Background: an optimization exercise with open tools, aiming at small area. Do not read the settings as production practice.
The RTL was checked by simulation tests, not by an equivalence proof against the original design.
Power is estimated from default activity; no workload was simulated.

`flow/design.v`:
```
module nco (
    input  wire       Clock,
    input  wire       ClkEn,
    input  wire       Reset,
    input  wire [7:0] Theta,
    output reg  [9:0] Sine,
    output reg  [9:0] Cosine
);
  reg [9:0] sin_rom;
  reg [9:0] cos_rom;
  reg [9:0] sin_q;
  reg [9:0] cos_q;
  always @(*) begin
    case (Theta)
      8'd0: begin sin_rom = 10'h000; cos_rom = 10'h100; end
      8'd1: begin sin_rom = 10'h006; cos_rom = 10'h100; end
      8'd2: begin sin_rom = 10'h00d; cos_rom = 10'h100; end
      8'd3: begin sin_rom = 10'h013; cos_rom = 10'h0ff; end
      8'd4: begin sin_rom = 10'h019; cos_rom = 10'h0ff; end
      8'd5: begin sin_rom = 10'h01f; cos_rom = 10'h0fe; end
      8'd6: begin sin_rom = 10'h026; cos_rom = 10'h0fd; end
      8'd7: begin sin_rom = 10'h02c; cos_rom = 10'h0fc; end
      8'd8: begin sin_rom = 10'h032; cos_rom = 10'h0fb; end
      8'd9: begin sin_rom = 10'h038; cos_rom = 10'h0fa; end
      8'd10: begin sin_rom = 10'h03e; cos_rom = 10'h0f8; end
      8'd11: begin sin_rom = 10'h044; cos_rom = 10'h0f7; end
      8'd12: begin sin_rom = 10'h04a; cos_rom = 10'h0f5; end
      8'd13: begin sin_rom = 10'h050; cos_rom = 10'h0f3; end
      8'd14: begin sin_rom = 10'h056; cos_rom = 10'h0f1; end
      8'd15: begin sin_rom = 10'h05c; cos_rom = 10'h0ef; end
      8'd16: begin sin_rom = 10'h062; cos_rom = 10'h0ed; end
      8'd17: begin sin_rom = 10'h068; cos_rom = 10'h0ea; end
      8'd18: begin sin_rom = 10'h06d; cos_rom = 10'h0e7; end
      8'd19: begin sin_rom = 10'h073; cos_rom = 10'h0e5; end
      8'd20: begin sin_rom = 10'h079; cos_rom = 10'h0e2; end
      8'd21: begin sin_rom = 10'h07e; cos_rom = 10'h0df; end
      8'd22: begin sin_rom = 10'h084; cos_rom = 10'h0dc; end
      8'd23: begin sin_rom = 10'h089; cos_rom = 10'h0d8; end
      8'd24: begin sin_rom = 10'h08e; cos_rom = 10'h0d5; end
      8'd25: begin sin_rom = 10'h093; cos_rom = 10'h0d1; end
      8'd26: begin sin_rom = 10'h098; cos_rom = 10'h0ce; end
      8'd27: begin sin_rom = 10'h09d; cos_rom = 10'h0ca; end
      8'd28: begin sin_rom = 10'h0a2; cos_rom = 10'h0c6; end
      8'd29: begin sin_rom = 10'h0a7; cos_rom = 10'h0c2; end
      8'd30: begin sin_rom = 10'h0ac; cos_rom = 10'h0be; end
      8'd31: begin sin_rom = 10'h0b1; cos_rom = 10'h0b9; end
      8'd32: begin sin_rom = 10'h0b5; cos_rom = 10'h0b5; end
      8'd33: begin sin_rom = 10'h0b9; cos_rom = 10'h0b1; end
      8'd34: begin sin_rom = 10'h0be; cos_rom = 10'h0ac; end
      8'd35: begin sin_rom = 10'h0c2; cos_rom = 10'h0a7; end
      8'd36: begin sin_rom = 10'h0c6; cos_rom = 10'h0a2; end
      8'd37: begin sin_rom = 10'h0ca; cos_rom = 10'h09d; end
      8'd38: begin sin_rom = 10'h0ce; cos_rom = 10'h098; end
      8'd39: begin sin_rom = 10'h0d1; cos_rom = 10'h093; end
      8'd40: begin sin_rom = 10'h0d5; cos_rom = 10'h08e; end
      8'd41: begin sin_rom = 10'h0d8; cos_rom = 10'h089; end
      8'd42: begin sin_rom = 10'h0dc; cos_rom = 10'h084; end
      8'd43: begin sin_rom = 10'h0df; cos_rom = 10'h07e; end
      8'd44: begin sin_rom = 10'h0e2; cos_rom = 10'h079; end
      8'd45: begin sin_rom = 10'h0e5; cos_rom = 10'h073; end
      8'd46: begin sin_rom = 10'h0e7; cos_rom = 10'h06d; end
      8'd47: begin sin_rom = 10'h0ea; cos_rom = 10'h068; end
      8'd48: begin sin_rom = 10'h0ed; cos_rom = 10'h062; end
      8'd49: begin sin_rom = 10'h0ef; cos_rom = 10'h05c; end
      8'd50: begin sin_rom = 10'h0f1; cos_rom = 10'h056; end
      8'd51: begin sin_rom = 10'h0f3; cos_rom = 10'h050; end
      8'd52: begin sin_rom = 10'h0f5; cos_rom = 10'h04a; end
      8'd53: begin sin_rom = 10'h0f7; cos_rom = 10'h044; end
      8'd54: begin sin_rom = 10'h0f8; cos_rom = 10'h03e; end
      8'd55: begin sin_rom = 10'h0fa; cos_rom = 10'h038; end
      8'd56: begin sin_rom = 10'h0fb; cos_rom = 10'h032; end
      8'd57: begin sin_rom = 10'h0fc; cos_rom = 10'h02c; end
      8'd58: begin sin_rom = 10'h0fd; cos_rom = 10'h026; end
      8'd59: begin sin_rom = 10'h0fe; cos_rom = 10'h01f; end
      8'd60: begin sin_rom = 10'h0ff; cos_rom = 10'h019; end
      8'd61: begin sin_rom = 10'h0ff; cos_rom = 10'h013; end
      8'd62: begin sin_rom = 10'h100; cos_rom = 10'h00d; end
      8'd63: begin sin_rom = 10'h100; cos_rom = 10'h006; end
      8'd64: begin sin_rom = 10'h100; cos_rom = 10'h000; end
      8'd65: begin sin_rom = 10'h100; cos_rom = 10'h3fa; end
      8'd66: begin sin_rom = 10'h100; cos_rom = 10'h3f3; end
      8'd67: begin sin_rom = 10'h0ff; cos_rom = 10'h3ed; end
      8'd68: begin sin_rom = 10'h0ff; cos_rom = 10'h3e7; end
      8'd69: begin sin_rom = 10'h0fe; cos_rom = 10'h3e1; end
      8'd70: begin sin_rom = 10'h0fd; cos_rom = 10'h3da; end
      8'd71: begin sin_rom = 10'h0fc; cos_rom = 10'h3d4; end
      8'd72: begin sin_rom = 10'h0fb; cos_rom = 10'h3ce; end
      8'd73: begin sin_rom = 10'h0fa; cos_rom = 10'h3c8; end
      8'd74: begin sin_rom = 10'h0f8; cos_rom = 10'h3c2; end
      8'd75: begin sin_rom = 10'h0f7; cos_rom = 10'h3bc; end
      8'd76: begin sin_rom = 10'h0f5; cos_rom = 10'h3b6; end
      8'd77: begin sin_rom = 10'h0f3; cos_rom = 10'h3b0; end
      8'd78: begin sin_rom = 10'h0f1; cos_rom = 10'h3aa; end
      8'd79: begin sin_rom = 10'h0ef; cos_rom = 10'h3a4; end
      8'd80: begin sin_rom = 10'h0ed; cos_rom = 10'h39e; end
      8'd81: begin sin_rom = 10'h0ea; cos_rom = 10'h398; end
      8'd82: begin sin_rom = 10'h0e7; cos_rom = 10'h393; end
      8'd83: begin sin_rom = 10'h0e5; cos_rom = 10'h38d; end
      8'd84: begin sin_rom = 10'h0e2; cos_rom = 10'h387; end
      8'd85: begin sin_rom = 10'h0df; cos_rom = 10'h382; end
      8'd86: begin sin_rom = 10'h0dc; cos_rom = 10'h37c; end
      8'd87: begin sin_rom = 10'h0d8; cos_rom = 10'h377; end
      8'd88: begin sin_rom = 10'h0d5; cos_rom = 10'h372; end
      8'd89: begin sin_rom = 10'h0d1; cos_rom = 10'h36d; end
      8'd90: begin sin_rom = 10'h0ce; cos_rom = 10'h368; end
      8'd91: begin sin_rom = 10'h0ca; cos_rom = 10'h363; end
      8'd92: begin sin_rom = 10'h0c6; cos_rom = 10'h35e; end
      8'd93: begin sin_rom = 10'h0c2; cos_rom = 10'h359; end
      8'd94: begin sin_rom = 10'h0be; cos_rom = 10'h354; end
      8'd95: begin sin_rom = 10'h0b9; cos_rom = 10'h34f; end
      8'd96: begin sin_rom = 10'h0b5; cos_rom = 10'h34b; end
      8'd97: begin sin_rom = 10'h0b1; cos_rom = 10'h347; end
      8'd98: begin sin_rom = 10'h0ac; cos_rom = 10'h342; end
      8'd99: begin sin_rom = 10'h0a7; cos_rom = 10'h33e; end
      8'd100: begin sin_rom = 10'h0a2; cos_rom = 10'h33a; end
      8'd101: begin sin_rom = 10'h09d; cos_rom = 10'h336; end
      8'd102: begin sin_rom = 10'h098; cos_rom = 10'h332; end
      8'd103: begin sin_rom = 10'h093; cos_rom = 10'h32f; end
      8'd104: begin sin_rom = 10'h08e; cos_rom = 10'h32b; end
      8'd105: begin sin_rom = 10'h089; cos_rom = 10'h328; end
      8'd106: begin sin_rom = 10'h084; cos_rom = 10'h324; end
      8'd107: begin sin_rom = 10'h07e; cos_rom = 10'h321; end
      8'd108: begin sin_rom = 10'h079; cos_rom = 10'h31e; end
      8'd109: begin sin_rom = 10'h073; cos_rom = 10'h31b; end
      8'd110: begin sin_rom = 10'h06d; cos_rom = 10'h319; end
      8'd111: begin sin_rom = 10'h068; cos_rom = 10'h316; end
      8'd112: begin sin_rom = 10'h062; cos_rom = 10'h313; end
      8'd113: begin sin_rom = 10'h05c; cos_rom = 10'h311; end
      8'd114: begin sin_rom = 10'h056; cos_rom = 10'h30f; end
      8'd115: begin sin_rom = 10'h050; cos_rom = 10'h30d; end
      8'd116: begin sin_rom = 10'h04a; cos_rom = 10'h30b; end
      8'd117: begin sin_rom = 10'h044; cos_rom = 10'h309; end
      8'd118: begin sin_rom = 10'h03e; cos_rom = 10'h308; end
      8'd119: begin sin_rom = 10'h038; cos_rom = 10'h306; end
      8'd120: begin sin_rom = 10'h032; cos_rom = 10'h305; end
      8'd121: begin sin_rom = 10'h02c; cos_rom = 10'h304; end
      8'd122: begin sin_rom = 10'h026; cos_rom = 10'h303; end
      8'd123: begin sin_rom = 10'h01f; cos_rom = 10'h302; end
      8'd124: begin sin_rom = 10'h019; cos_rom = 10'h301; end
      8'd125: begin sin_rom = 10'h013; cos_rom = 10'h301; end
      8'd126: begin sin_rom = 10'h00d; cos_rom = 10'h300; end
      8'd127: begin sin_rom = 10'h006; cos_rom = 10'h300; end
      8'd128: begin sin_rom = 10'h000; cos_rom = 10'h300; end
      8'd129: begin sin_rom = 10'h3fa; cos_rom = 10'h300; end
      8'd130: begin sin_rom = 10'h3f3; cos_rom = 10'h300; end
      8'd131: begin sin_rom = 10'h3ed; cos_rom = 10'h301; end
      8'd132: begin sin_rom = 10'h3e7; cos_rom = 10'h301; end
      8'd133: begin sin_rom = 10'h3e1; cos_rom = 10'h302; end
      8'd134: begin sin_rom = 10'h3da; cos_rom = 10'h303; end
      8'd135: begin sin_rom = 10'h3d4; cos_rom = 10'h304; end
      8'd136: begin sin_rom = 10'h3ce; cos_rom = 10'h305; end
      8'd137: begin sin_rom = 10'h3c8; cos_rom = 10'h306; end
      8'd138: begin sin_rom = 10'h3c2; cos_rom = 10'h308; end
      8'd139: begin sin_rom = 10'h3bc; cos_rom = 10'h309; end
      8'd140: begin sin_rom = 10'h3b6; cos_rom = 10'h30b; end
      8'd141: begin sin_rom = 10'h3b0; cos_rom = 10'h30d; end
      8'd142: begin sin_rom = 10'h3aa; cos_rom = 10'h30f; end
      8'd143: begin sin_rom = 10'h3a4; cos_rom = 10'h311; end
      8'd144: begin sin_rom = 10'h39e; cos_rom = 10'h313; end
      8'd145: begin sin_rom = 10'h398; cos_rom = 10'h316; end
      8'd146: begin sin_rom = 10'h393; cos_rom = 10'h319; end
      8'd147: begin sin_rom = 10'h38d; cos_rom = 10'h31b; end
      8'd148: begin sin_rom = 10'h387; cos_rom = 10'h31e; end
      8'd149: begin sin_rom = 10'h382; cos_rom = 10'h321; end
      8'd150: begin sin_rom = 10'h37c; cos_rom = 10'h324; end
      8'd151: begin sin_rom = 10'h377; cos_rom = 10'h328; end
      8'd152: begin sin_rom = 10'h372; cos_rom = 10'h32b; end
      8'd153: begin sin_rom = 10'h36d; cos_rom = 10'h32f; end
      8'd154: begin sin_rom = 10'h368; cos_rom = 10'h332; end
      8'd155: begin sin_rom = 10'h363; cos_rom = 10'h336; end
      8'd156: begin sin_rom = 10'h35e; cos_rom = 10'h33a; end
      8'd157: begin sin_rom = 10'h359; cos_rom = 10'h33e; end
      8'd158: begin sin_rom = 10'h354; cos_rom = 10'h342; end
      8'd159: begin sin_rom = 10'h34f; cos_rom = 10'h347; end
      8'd160: begin sin_rom = 10'h34b; cos_rom = 10'h34b; end
      8'd161: begin sin_rom = 10'h347; cos_rom = 10'h34f; end
      8'd162: begin sin_rom = 10'h342; cos_rom = 10'h354; end
      8'd163: begin sin_rom = 10'h33e; cos_rom = 10'h359; end
      8'd164: begin sin_rom = 10'h33a; cos_rom = 10'h35e; end
      8'd165: begin sin_rom = 10'h336; cos_rom = 10'h363; end
      8'd166: begin sin_rom = 10'h332; cos_rom = 10'h368; end
      8'd167: begin sin_rom = 10'h32f; cos_rom = 10'h36d; end
      8'd168: begin sin_rom = 10'h32b; cos_rom = 10'h372; end
      8'd169: begin sin_rom = 10'h328; cos_rom = 10'h377; end
      8'd170: begin sin_rom = 10'h324; cos_rom = 10'h37c; end
      8'd171: begin sin_rom = 10'h321; cos_rom = 10'h382; end
      8'd172: begin sin_rom = 10'h31e; cos_rom = 10'h387; end
      8'd173: begin sin_rom = 10'h31b; cos_rom = 10'h38d; end
      8'd174: begin sin_rom = 10'h319; cos_rom = 10'h393; end
      8'd175: begin sin_rom = 10'h316; cos_rom = 10'h398; end
      8'd176: begin sin_rom = 10'h313; cos_rom = 10'h39e; end
      8'd177: begin sin_rom = 10'h311; cos_rom = 10'h3a4; end
      8'd178: begin sin_rom = 10'h30f; cos_rom = 10'h3aa; end
      8'd179: begin sin_rom = 10'h30d; cos_rom = 10'h3b0; end
      8'd180: begin sin_rom = 10'h30b; cos_rom = 10'h3b6; end
      8'd181: begin sin_rom = 10'h309; cos_rom = 10'h3bc; end
      8'd182: begin sin_rom = 10'h308; cos_rom = 10'h3c2; end
      8'd183: begin sin_rom = 10'h306; cos_rom = 10'h3c8; end
      8'd184: begin sin_rom = 10'h305; cos_rom = 10'h3ce; end
      8'd185: begin sin_rom = 10'h304; cos_rom = 10'h3d4; end
      8'd186: begin sin_rom = 10'h303; cos_rom = 10'h3da; end
      8'd187: begin sin_rom = 10'h302; cos_rom = 10'h3e1; end
      8'd188: begin sin_rom = 10'h301; cos_rom = 10'h3e7; end
      8'd189: begin sin_rom = 10'h301; cos_rom = 10'h3ed; end
      8'd190: begin sin_rom = 10'h300; cos_rom = 10'h3f3; end
      8'd191: begin sin_rom = 10'h300; cos_rom = 10'h3fa; end
      8'd192: begin sin_rom = 10'h300; cos_rom = 10'h000; end
      8'd193: begin sin_rom = 10'h300; cos_rom = 10'h006; end
      8'd194: begin sin_rom = 10'h300; cos_rom = 10'h00d; end
      8'd195: begin sin_rom = 10'h301; cos_rom = 10'h013; end
      8'd196: begin sin_rom = 10'h301; cos_rom = 10'h019; end
      8'd197: begin sin_rom = 10'h302; cos_rom = 10'h01f; end
      8'd198: begin sin_rom = 10'h303; cos_rom = 10'h026; end
      8'd199: begin sin_rom = 10'h304; cos_rom = 10'h02c; end
      8'd200: begin sin_rom = 10'h305; cos_rom = 10'h032; end
      8'd201: begin sin_rom = 10'h306; cos_rom = 10'h038; end
      8'd202: begin sin_rom = 10'h308; cos_rom = 10'h03e; end
      8'd203: begin sin_rom = 10'h309; cos_rom = 10'h044; end
      8'd204: begin sin_rom = 10'h30b; cos_rom = 10'h04a; end
      8'd205: begin sin_rom = 10'h30d; cos_rom = 10'h050; end
      8'd206: begin sin_rom = 10'h30f; cos_rom = 10'h056; end
      8'd207: begin sin_rom = 10'h311; cos_rom = 10'h05c; end
      8'd208: begin sin_rom = 10'h313; cos_rom = 10'h062; end
      8'd209: begin sin_rom = 10'h316; cos_rom = 10'h068; end
      8'd210: begin sin_rom = 10'h319; cos_rom = 10'h06d; end
      8'd211: begin sin_rom = 10'h31b; cos_rom = 10'h073; end
      8'd212: begin sin_rom = 10'h31e; cos_rom = 10'h079; end
      8'd213: begin sin_rom = 10'h321; cos_rom = 10'h07e; end
      8'd214: begin sin_rom = 10'h324; cos_rom = 10'h084; end
      8'd215: begin sin_rom = 10'h328; cos_rom = 10'h089; end
      8'd216: begin sin_rom = 10'h32b; cos_rom = 10'h08e; end
      8'd217: begin sin_rom = 10'h32f; cos_rom = 10'h093; end
      8'd218: begin sin_rom = 10'h332; cos_rom = 10'h098; end
      8'd219: begin sin_rom = 10'h336; cos_rom = 10'h09d; end
      8'd220: begin sin_rom = 10'h33a; cos_rom = 10'h0a2; end
      8'd221: begin sin_rom = 10'h33e; cos_rom = 10'h0a7; end
      8'd222: begin sin_rom = 10'h342; cos_rom = 10'h0ac; end
      8'd223: begin sin_rom = 10'h347; cos_rom = 10'h0b1; end
      8'd224: begin sin_rom = 10'h34b; cos_rom = 10'h0b5; end
      8'd225: begin sin_rom = 10'h34f; cos_rom = 10'h0b9; end
      8'd226: begin sin_rom = 10'h354; cos_rom = 10'h0be; end
      8'd227: begin sin_rom = 10'h359; cos_rom = 10'h0c2; end
      8'd228: begin sin_rom = 10'h35e; cos_rom = 10'h0c6; end
      8'd229: begin sin_rom = 10'h363; cos_rom = 10'h0ca; end
      8'd230: begin sin_rom = 10'h368; cos_rom = 10'h0ce; end
      8'd231: begin sin_rom = 10'h36d; cos_rom = 10'h0d1; end
      8'd232: begin sin_rom = 10'h372; cos_rom = 10'h0d5; end
      8'd233: begin sin_rom = 10'h377; cos_rom = 10'h0d8; end
      8'd234: begin sin_rom = 10'h37c; cos_rom = 10'h0dc; end
      8'd235: begin sin_rom = 10'h382; cos_rom = 10'h0df; end
      8'd236: begin sin_rom = 10'h387; cos_rom = 10'h0e2; end
      8'd237: begin sin_rom = 10'h38d; cos_rom = 10'h0e5; end
      8'd238: begin sin_rom = 10'h393; cos_rom = 10'h0e7; end
      8'd239: begin sin_rom = 10'h398; cos_rom = 10'h0ea; end
      8'd240: begin sin_rom = 10'h39e; cos_rom = 10'h0ed; end
      8'd241: begin sin_rom = 10'h3a4; cos_rom = 10'h0ef; end
      8'd242: begin sin_rom = 10'h3aa; cos_rom = 10'h0f1; end
      8'd243: begin sin_rom = 10'h3b0; cos_rom = 10'h0f3; end
      8'd244: begin sin_rom = 10'h3b6; cos_rom = 10'h0f5; end
      8'd245: begin sin_rom = 10'h3bc; cos_rom = 10'h0f7; end
      8'd246: begin sin_rom = 10'h3c2; cos_rom = 10'h0f8; end
      8'd247: begin sin_rom = 10'h3c8; cos_rom = 10'h0fa; end
      8'd248: begin sin_rom = 10'h3ce; cos_rom = 10'h0fb; end
      8'd249: begin sin_rom = 10'h3d4; cos_rom = 10'h0fc; end
      8'd250: begin sin_rom = 10'h3da; cos_rom = 10'h0fd; end
      8'd251: begin sin_rom = 10'h3e1; cos_rom = 10'h0fe; end
      8'd252: begin sin_rom = 10'h3e7; cos_rom = 10'h0ff; end
      8'd253: begin sin_rom = 10'h3ed; cos_rom = 10'h0ff; end
      8'd254: begin sin_rom = 10'h3f3; cos_rom = 10'h100; end
      8'd255: begin sin_rom = 10'h3fa; cos_rom = 10'h100; end
      default: begin sin_rom = 10'h000; cos_rom = 10'h000; end
    endcase
  end
  always @(posedge Clock) begin
    if (Reset) begin
      sin_q  <= 10'd0;
      cos_q  <= 10'd0;
      Sine   <= 10'd0;
      Cosine <= 10'd0;
    end else if (ClkEn) begin
      sin_q  <= sin_rom;
      cos_q  <= cos_rom;
      Sine   <= sin_q;
      Cosine <= cos_q;
    end
  end
endmodule
module multi (
    input  wire        Clock,
    input  wire        ClkEn,
    input  wire        Aclr,
    input  wire [9:0]  DataA,
    input  wire [9:0]  DataB,
    output reg  [19:0] Result
);
  reg [19:0] prod_q;
  wire signed [20:0] prod = $signed({1'b0, DataA}) * $signed(DataB);
  always @(posedge Clock) begin
    if (Aclr) begin
      prod_q <= 20'd0;
      Result <= 20'd0;
    end else if (ClkEn) begin
      prod_q <= prod[19:0];
      Result <= prod_q;
    end
  end
endmodule
module multi_12bit (
    input  wire        Clock,
    input  wire        ClkEn,
    input  wire        Aclr,
    input  wire [11:0] DataA,
    input  wire [11:0] DataB,
    output reg  [23:0] Result
);
  reg [23:0] prod_q;
  wire signed [23:0] prod = $signed(DataA) * $signed(DataB);
  always @(posedge Clock) begin
    if (Aclr) begin
      prod_q <= 24'd0;
      Result <= 24'd0;
    end else if (ClkEn) begin
      prod_q <= prod;
      Result <= prod_q;
    end
  end
endmodule
module CIC
  (input wire               clk,
   input wire               rst,
   input wire [7:0]		gain,
   input wire signed [11:0]  d_in,
   output reg signed [11:0]  d_out,
   output reg                d_valid);
  parameter width = 48;
  parameter decimation_ratio = 100;
  reg signed [width-1:0] d_tmp, d_d_tmp;
  reg signed [width-1:0] d1;
  reg signed [width-1:0] d2;
  reg signed [width-1:0] d3;
  reg signed [width-1:0] d4;
  reg signed [width-1:0] d6, d_d6;
  reg signed [width-1:0] d7, d_d7;
  reg signed [width-1:0] d8, d_d8;
  reg signed [width-1:0] d9;
  reg [15:0] count;
  reg v_comb;   
  always @(posedge clk)
    if (rst)
      begin
        d1 <= 'b0;
        d2 <= 'b0;
        d3 <= 'b0;
        d4 <= 'b0;
        count <= 16'b0;
        d_tmp <= 'b0;
        v_comb <= 1'b0;
      end
    else
    begin
      d1 <= d_in + d1;
      d2 <= d1 + d2;
      d3 <= d2 + d3;
      d4 <= d3 + d4;
      if (count == decimation_ratio - 1)
        begin
          count <= 16'b0;
          d_tmp <= d4;
          v_comb <= 1'b1;
        end else if (count == decimation_ratio >> 1)
          begin
            count <= count + 16'd1;
            v_comb <= 1'b0;
          end else
            begin
              count <= count + 16'd1;
              v_comb <= 1'b0;
            end
    end
  always @(posedge clk)   
    if (rst)
      begin
        d_valid <= 1'b0;
        d_d_tmp <= 'b0;
        d6 <= 'b0;
        d_d6 <= 'b0;
        d7 <= 'b0;
        d_d7 <= 'b0;
        d8 <= 'b0;
        d_d8 <= 'b0;
        d9 <= 'b0;
        d_out <= 12'b0;
      end
    else
    begin
      d_valid <= v_comb;
      if (v_comb)
        begin
          d_d_tmp <= d_tmp;
          d6 <= d_tmp - d_d_tmp;
          d_d6 <= d6;
          d7 <= d6 - d_d6;
          d_d7 <= d7;
          d8 <= d7 - d_d7;
          d_d8 <= d8;
          d9 <= d8 - d_d8;
		  d_out <= d9[35:24];
        end
    end
endmodule
module FM_demodule (
    input clk,
    input rst,
    input ce,
    input mult_ce,
    input signed [11:0] I_in,
    input signed [11:0] Q_in,
    output signed [11:0] Demod_out
);
reg signed [11:0] I_delay1;
reg signed [11:0] Q_delay1;
reg signed [11:0] I_delay2;
reg signed [11:0] Q_delay2;
always @(posedge clk) begin
    if (rst) begin
        I_delay1 <= 'b0;
        Q_delay1 <= 'b0;
        I_delay2 <= 'b0;
        Q_delay2 <= 'b0;
    end
    else if (ce) begin
        I_delay1 <= I_in;
        Q_delay1 <= Q_in;
        I_delay2 <= I_delay1;
        Q_delay2 <= Q_delay1;
    end
end
wire signed [23:0] I_times_Q_delay_full;
wire signed [23:0] Q_times_I_delay_full;
multi_12bit I_x_Q (.Clock(clk), .ClkEn(mult_ce), .Aclr(rst), .DataA(I_delay1), .DataB(Q_delay2),
    .Result(I_times_Q_delay_full));
multi_12bit Q_x_I (.Clock(clk), .ClkEn(mult_ce), .Aclr(rst), .DataA(Q_delay1), .DataB(I_delay2),
    .Result(Q_times_I_delay_full));
reg signed [31:0] out;
always @(posedge clk) begin
    if (rst)
        out <= 'b0;
    else if (ce)
        out <= Q_times_I_delay_full - I_times_Q_delay_full;
end
assign Demod_out = out[21:10];
endmodule
module fm_rx (
	input clk,
	input rst,
	input [9:0] adc_data,
	output [11:0] audio,
	output reg audio_valid
);
reg [7:0] t;
reg [3:0] t_cnt;
always @ (posedge clk) begin
	if (rst) begin
		t <= 0;
		t_cnt <= 0;
	end
	else if(t_cnt == 0) begin
		t <= 0;
		t_cnt <= t_cnt + 1'b1;
	end
	else if (t_cnt == 1) begin
		t <= 64;
		t_cnt <= t_cnt + 1'b1;
	end
	else if (t_cnt == 2) begin
		t<= 128;
		t_cnt <= t_cnt + 1'b1;
	end
	else if (t_cnt == 3) begin
		t <= 192;
		t_cnt <= 0;
	end
end
wire [9:0] sin;
wire [9:0] cos;
nco nco_inst (.Clock(clk), .ClkEn(1'b1), .Reset(rst), .Theta(t), .Sine(sin), .Cosine(cos));
wire signed [19:0] mix_I_FULL;
wire signed [19:0] mix_Q_FULL;
wire signed [11:0] mix_I;
wire signed [11:0] mix_Q;
assign mix_I = mix_I_FULL[19:8];
assign mix_Q = mix_Q_FULL[19:8];
multi multi_inst_I (.Clock(clk), .ClkEn(1'b1), .Aclr(rst), .DataA(adc_data), .DataB(cos), .Result(mix_I_FULL));
multi multi_inst_Q (.Clock(clk), .ClkEn(1'b1), .Aclr(rst), .DataA(adc_data), .DataB(sin), .Result(mix_Q_FULL));
wire signed [11:0] cic_out_data_I;
wire cic_out_valid_I;
CIC #(.width(36)) cic_I (
	.clk(clk),
	.rst(rst),
	.gain(8'd3),
	.d_in(mix_I),
	.d_out(cic_out_data_I),
	.d_valid(cic_out_valid_I)
);
wire signed [11:0] cic_out_data_Q;
wire cic_out_valid_Q;
CIC #(.width(36)) cic_Q (
	.clk(clk),
	.rst(rst),
	.gain(8'd3),
	.d_in(mix_Q),
	.d_out(cic_out_data_Q),
	.d_valid(cic_out_valid_Q)
);
reg demod_mult_ce;
always @ (posedge clk) begin
	if (rst) begin
		demod_mult_ce <= 1'b0;
		audio_valid <= 1'b0;
	end
	else begin
		demod_mult_ce <= cic_out_valid_I;
		audio_valid <= cic_out_valid_I;
	end
end
FM_demodule FM_inst (
    .clk(clk),
    .rst(rst),
    .ce(cic_out_valid_I),
    .mult_ce(demod_mult_ce),
    .I_in(cic_out_data_I),
    .Q_in(cic_out_data_Q),
    .Demod_out(audio)
);
endmodule
```
`flow/run.sh`:
```
#!/bin/bash
# synth_recipe.tcl (not shown) runs the flow's synth.tcl, then flattens the netlist and writes it again
# the make line also repeats each setting of config.mk as NAME=value (left out here)
make -C /OpenROAD-flow-scripts/flow DESIGN_CONFIG=/design/flow/config.mk WORK_HOME=/design/flow/orfs CLKGATE_MAP_FILE= SYNTH_SCRIPT=/design/flow/synth_recipe.tcl finish
```
`flow/config.mk`:
```
export PLATFORM = sky130hd
export DESIGN_NAME = fm_rx
export DESIGN_NICKNAME = fm_rx
export VERILOG_FILES = /design/flow/design.v
export SDC_FILE = /design/flow/constraint.sdc
export NUM_CORES = 4
export LEC_CHECK = 0
export CAP_MARGIN = 20
export CORE_MARGIN = 2
export CORE_UTILIZATION = 40
export SLEW_MARGIN = 20
export SYNTH_MEMORY_MAX_BITS = 16384
```
`flow/constraint.sdc`:
```
create_clock -name core_clock -period 7.0 [get_ports {clk}]
set_input_delay 1.4000 -clock core_clock [delete_from_list [all_inputs] [get_ports {clk}]]
set_output_delay 1.4000 -clock core_clock [all_outputs]
set_load 0.01 [all_outputs]
```
==> flow_summary_export.csv <==
group,metric,value,unit
layout,fin_cells,11300,
timing,rsz0062_at_grt,"no",
grt,gr-usage-met2,0.284,
timing,slew-limit-headroom,0.256,
drt,avgViaCountPerCell,5.12,
placement,dpl.cell_count,11100,
timing,setup_violations,0,
yosys,ys_async_sr_fraction,0,
yosys,synthCells,8823,
clock_network,clock_path_buffers,3,
job,maxCapViolations,0,
timing,setup_slack,1.08,ns
layout,fin_nets,9758,
clock_network,htree_levels,4,
layout,multi_input_area,48800,um^2
power,peakVddDrop,0.263,mV
yosys,synth_nets,9881,
yosys,synth_edf_count,0,
setup_path,ff2ff_path_depth,19,
grt,grt_use_total,0.164,
die,core_area,190000,um^2
power,power_frac_seq,0.455,
layout,n_fill_cell,18500,
yosys,yosys.area_share.simple,0.167,
setup_path,start_kind,"flop",
timing,hold_slack,0.432,ns
grt,antenna_found_initial,0,
die,dieArea,194000,um^2
yosys,synth_fa_ha_area_frac,0.198,
hold_path,min-delay-path-class,"flop to flop",
clock_network,cts_tree,"yes",
drt,num_vias,57900,
die,ios,25,
die,start_util,0.402,
layout,drive_above_1_share,0.0402,
setup_path,worstReg2RegEnd,"FM_inst.Q_x_I.prod_q[19]",
power,powerDensity,178,nW/um^2
timing,fin_crit,5.92,ns
grt,overflow,0,
setup_path,cp-end-kind,"flop",
placement,pre_cts_slack,1.06,ns
clock_network,postCtsResizedCells,0,
clock_network,hold_buffers,0,
clock_network,postCtsSetupBuffers,0,
power,combPwrFrac,0.041,
timing,finalSetupTns,0,ns
grt,grt.met3_usage,0.0239,
power,switching_share,0.226,
die,die_h,441,um
timing,maxSlewViolCount,0,
setup_path,rrSetupSlack,1.08,ns
yosys,yosys_warnings,6,
yosys,synth_cell_type_count,93,
drt,drcViolationCount,0,
power,p_leak,35.6,nW
drt,drt_first_pass_iters,5,
die,dieWidth,441,um
placement,port_buffers,24,
yosys,muxShareOfSynthArea,0.0747,
placement,place_congestion,0.864,
yosys,synth_compound_area_frac,0.148,
yosys,synth-seq-area-share,0.304,
power,switching_power,3.36,mW
hold_path,min_path_cells,1,
grt,busiest_layer,"met2",
yosys,synth.cell_area,76200,um^2
yosys,synth_top_family_by_area,"adder cells",
drt,wirelength,162,mm
hold_path,min_to,"multi_inst_Q.Result[13]",
timing,tightest_slew,1.09,ns
drt,drtAntennaViolNets,0,
setup_path,rr_startpoint,"FM_inst.Q_delay1[7]",
die,std_cell_rows,160,
layout,seq_area,23200,um^2
setup_path,worstPathArrival,6.57,ns
drt,post_drt_wl_per_cell,14.3,um
timing,hold_violations,0,
timing,fin_worst_skew,0.0224,ns
grt,grt_util_met1,0.211,
clock_network,path_clk_slew,0.06,ns
power,clock_power_share,0.504,
setup_path,cp_max_fo,14,
clock_network,insertion_delay,0.79,ns
layout,antenna_cells,0,
yosys,synth_ff_type,"dfxtp_1",
clock_network,clkSinkCount,1158,
hold_path,min_from,"multi_inst_Q.prod_q[13]",
timing,final.period_utilization,0.845,
placement,hpwl,119,mm
grt,grt_pass1_wl,272,mm
grt,grt_pass1_vias,56000,
clock_network,cts_buffers,139,
layout,area_delta_synth_final,9.61,%
yosys,syn_avg_cell_area,8.64,um^2
yosys,ys_seq_elements,1158,
outcome,status,"timing/DRC/antenna clean",
drt,drtIter0Drc,2575,
setup_path,cp.required,7.66,ns
timing,clock.fmax,0.169,GHz
setup_path,crit_type,"flop to flop",
yosys,synthXorXnorAreaFrac,0.0523,
grt,grt_max_degree,167,
power,power.internal,11.5,mW
clock_network,cts-root-buf,"clkbuf_16",
-- worst max-delay path by stage --
stage                              start                  endpoint  slack, ns
floorplan           FM_inst.I_delay1[11]  FM_inst.I_x_Q.prod_q[21]       1.66
global placement     FM_inst.Q_delay1[7]  FM_inst.Q_x_I.prod_q[19]       1.18
detailed placement   FM_inst.Q_delay1[4]  FM_inst.Q_x_I.prod_q[19]       1.06
CTS                  FM_inst.Q_delay1[4]  FM_inst.Q_x_I.prod_q[19]       1.03
global route         FM_inst.Q_delay1[4]  FM_inst.Q_x_I.prod_q[19]       0.67
finish               FM_inst.Q_delay1[7]  FM_inst.Q_x_I.prod_q[19]       1.08
-- kinds of logic (layout without fill, tap and decap cells) --
logic type,Yosys count,after routing
AO/OA/AOI/OAI,1712,1712
XOR/XNOR,455,455
flip-flops,1158,1158
multiplexers,567,567
buffers and inverters,1130,1112
adder cells (fa/ha/maj),1046,1046
AND/OR/NAND/NOR,2755,2755
-- cell usage after synthesis (165+ instances only) --
library cell	count	area, um^2
mux2i_1	549	5500
nand2_1	614	2300
fa_1	270	5410
xor2_1	181	1590
xnor2_1	274	2400
a21oi_1	533	2670
dfxtp_1	1158	23200
clkbuf_1	297	1110
nor2_1	1130	4240
nor3_1	165	826
inv_1	799	3000
ha_1	776	9710
o21ai_0	230	1150
a21o_1	248	1860
-- layer usage --
metal | up-vias | wire [um]
li1 | 30100 | -
met5 | - | 0
met2 | 684 | 76500
met4 | 0 | 3780
met3 | 230 | 4460
met1 | 26900 | 77000
-- metrics by stage --
stage          total power, mW  utilization  area, um^2
2_1_floorplan             7.37            -       76200
3_3_place_gp              7.49        0.415       78800
3_5_place_dp              7.52        0.415       78800
4_1_cts                   15.1        0.440       83600
5_1_grt                   15.4        0.440       83600
6_report                  14.9        0.440       83600
-- cell usage in the layout, fill, tap and decap left out, types with 43 or more instances in the layout --
cell and count:
mux2i_1 549, o21a_1 105, a211oi_1 85, nand4_1 43, o21ai_0 230, nand2_1 614, xor2_1 181, nor2b_1 153
nor2_1 1130, dfxtp_1 1154, nand2b_1 76, or3_1 50, inv_1 797, fa_1 270, clkbuf_16 142, o21bai_1 51
a21o_1 248, and3_1 80, ha_1 776, nand3_1 125, a31oi_1 64, a21oi_1 533, and2_1 149, nor3_1 165
xnor2_1 274
-- power groups by stage --
stage | registers [mW] | clock network (mW) | logic, mW
finish | 6.76 | 7.49 | 0.611
detailed placement | 6.90 | 0 | 0.611
global route | 6.77 | 7.98 | 0.691
global placement | 6.90 | 0 | 0.591
CTS | 6.76 | 7.73 | 0.615
floorplan | 6.87 | 0 | 0.491
-- worst max-delay path, cell delays in order, from the launching register on --
cell      delay (ns)
dfxtp_1         0.69
and2_1          0.24
fa_1            0.40
ha_1            0.32
fa_1            0.50
fa_1            0.54
inv_1           0.05
fa_1            0.47
inv_1           0.04
ha_1            0.31
nor2b_1         0.13
o21ai_0         0.10
a21boi_0        0.27
o21ai_0         0.17
a21oi_1         0.31
a211o_1         0.25
a21o_1          0.17
a31oi_1         0.11
or4b_2          0.61
o311ai_0        0.13
-- flip-flops by register name, indices dropped and copies added, names as in the netlist, 36 cells and up --
signal,flops
cic_I.d1,36
cic_I.d2,36
cic_I.d3,36
cic_I.d4,36
cic_I.d6,36
cic_I.d7,36
cic_I.d8,36
cic_I.d_d6,36
cic_I.d_d7,36
cic_I.d_d8,36
cic_I.d_d_tmp,36
cic_I.d_tmp,36
cic_Q.d1,36
cic_Q.d2,36
cic_Q.d3,36
cic_Q.d4,36
cic_Q.d6,36
cic_Q.d7,36
cic_Q.d8,36
cic_Q.d_d6,36
cic_Q.d_d7,36
cic_Q.d_d8,36
cic_Q.d_d_tmp,36
cic_Q.d_tmp,36
-- area by class of cell --
class,instances,share of cell area
Multi-Input combinational cell,6535,0.584
Sequential cell,1158,0.278
Clock buffer,192,0.0479
Tap cell,2511,0.0376
Inverter,803,0.0361
Clock inverter,54,0.00951
Timing Repair Buffer,63,0.00719

what the ideal ports hide:
The results above use ideal ports. As a check the final layout listed here was re-extracted and re-timed, cells and wires unchanged.
Step 1, drivers: a clkbuf_16 drives clk and a buf_2 each remaining input, both assumed.
Step 2 moves the port delays by t, midway between the first and last clock arrival at a register: inputs arrive t later, outputs are due t later. That takes back most of the time a late clock gives input paths.
Three values: ideal, step 1, step 2; two values: the first two.
t, ns: 0.861
setup WS [ns]: 1.084 / 1.084 / 1.084
worst register clock-pin slew, ns: 0.06 / 0.06
After both steps this run still meets setup and hold. For this run, drivers alone change the setup slack by 0.000 ns; drivers and shift together by 0.000 ns.
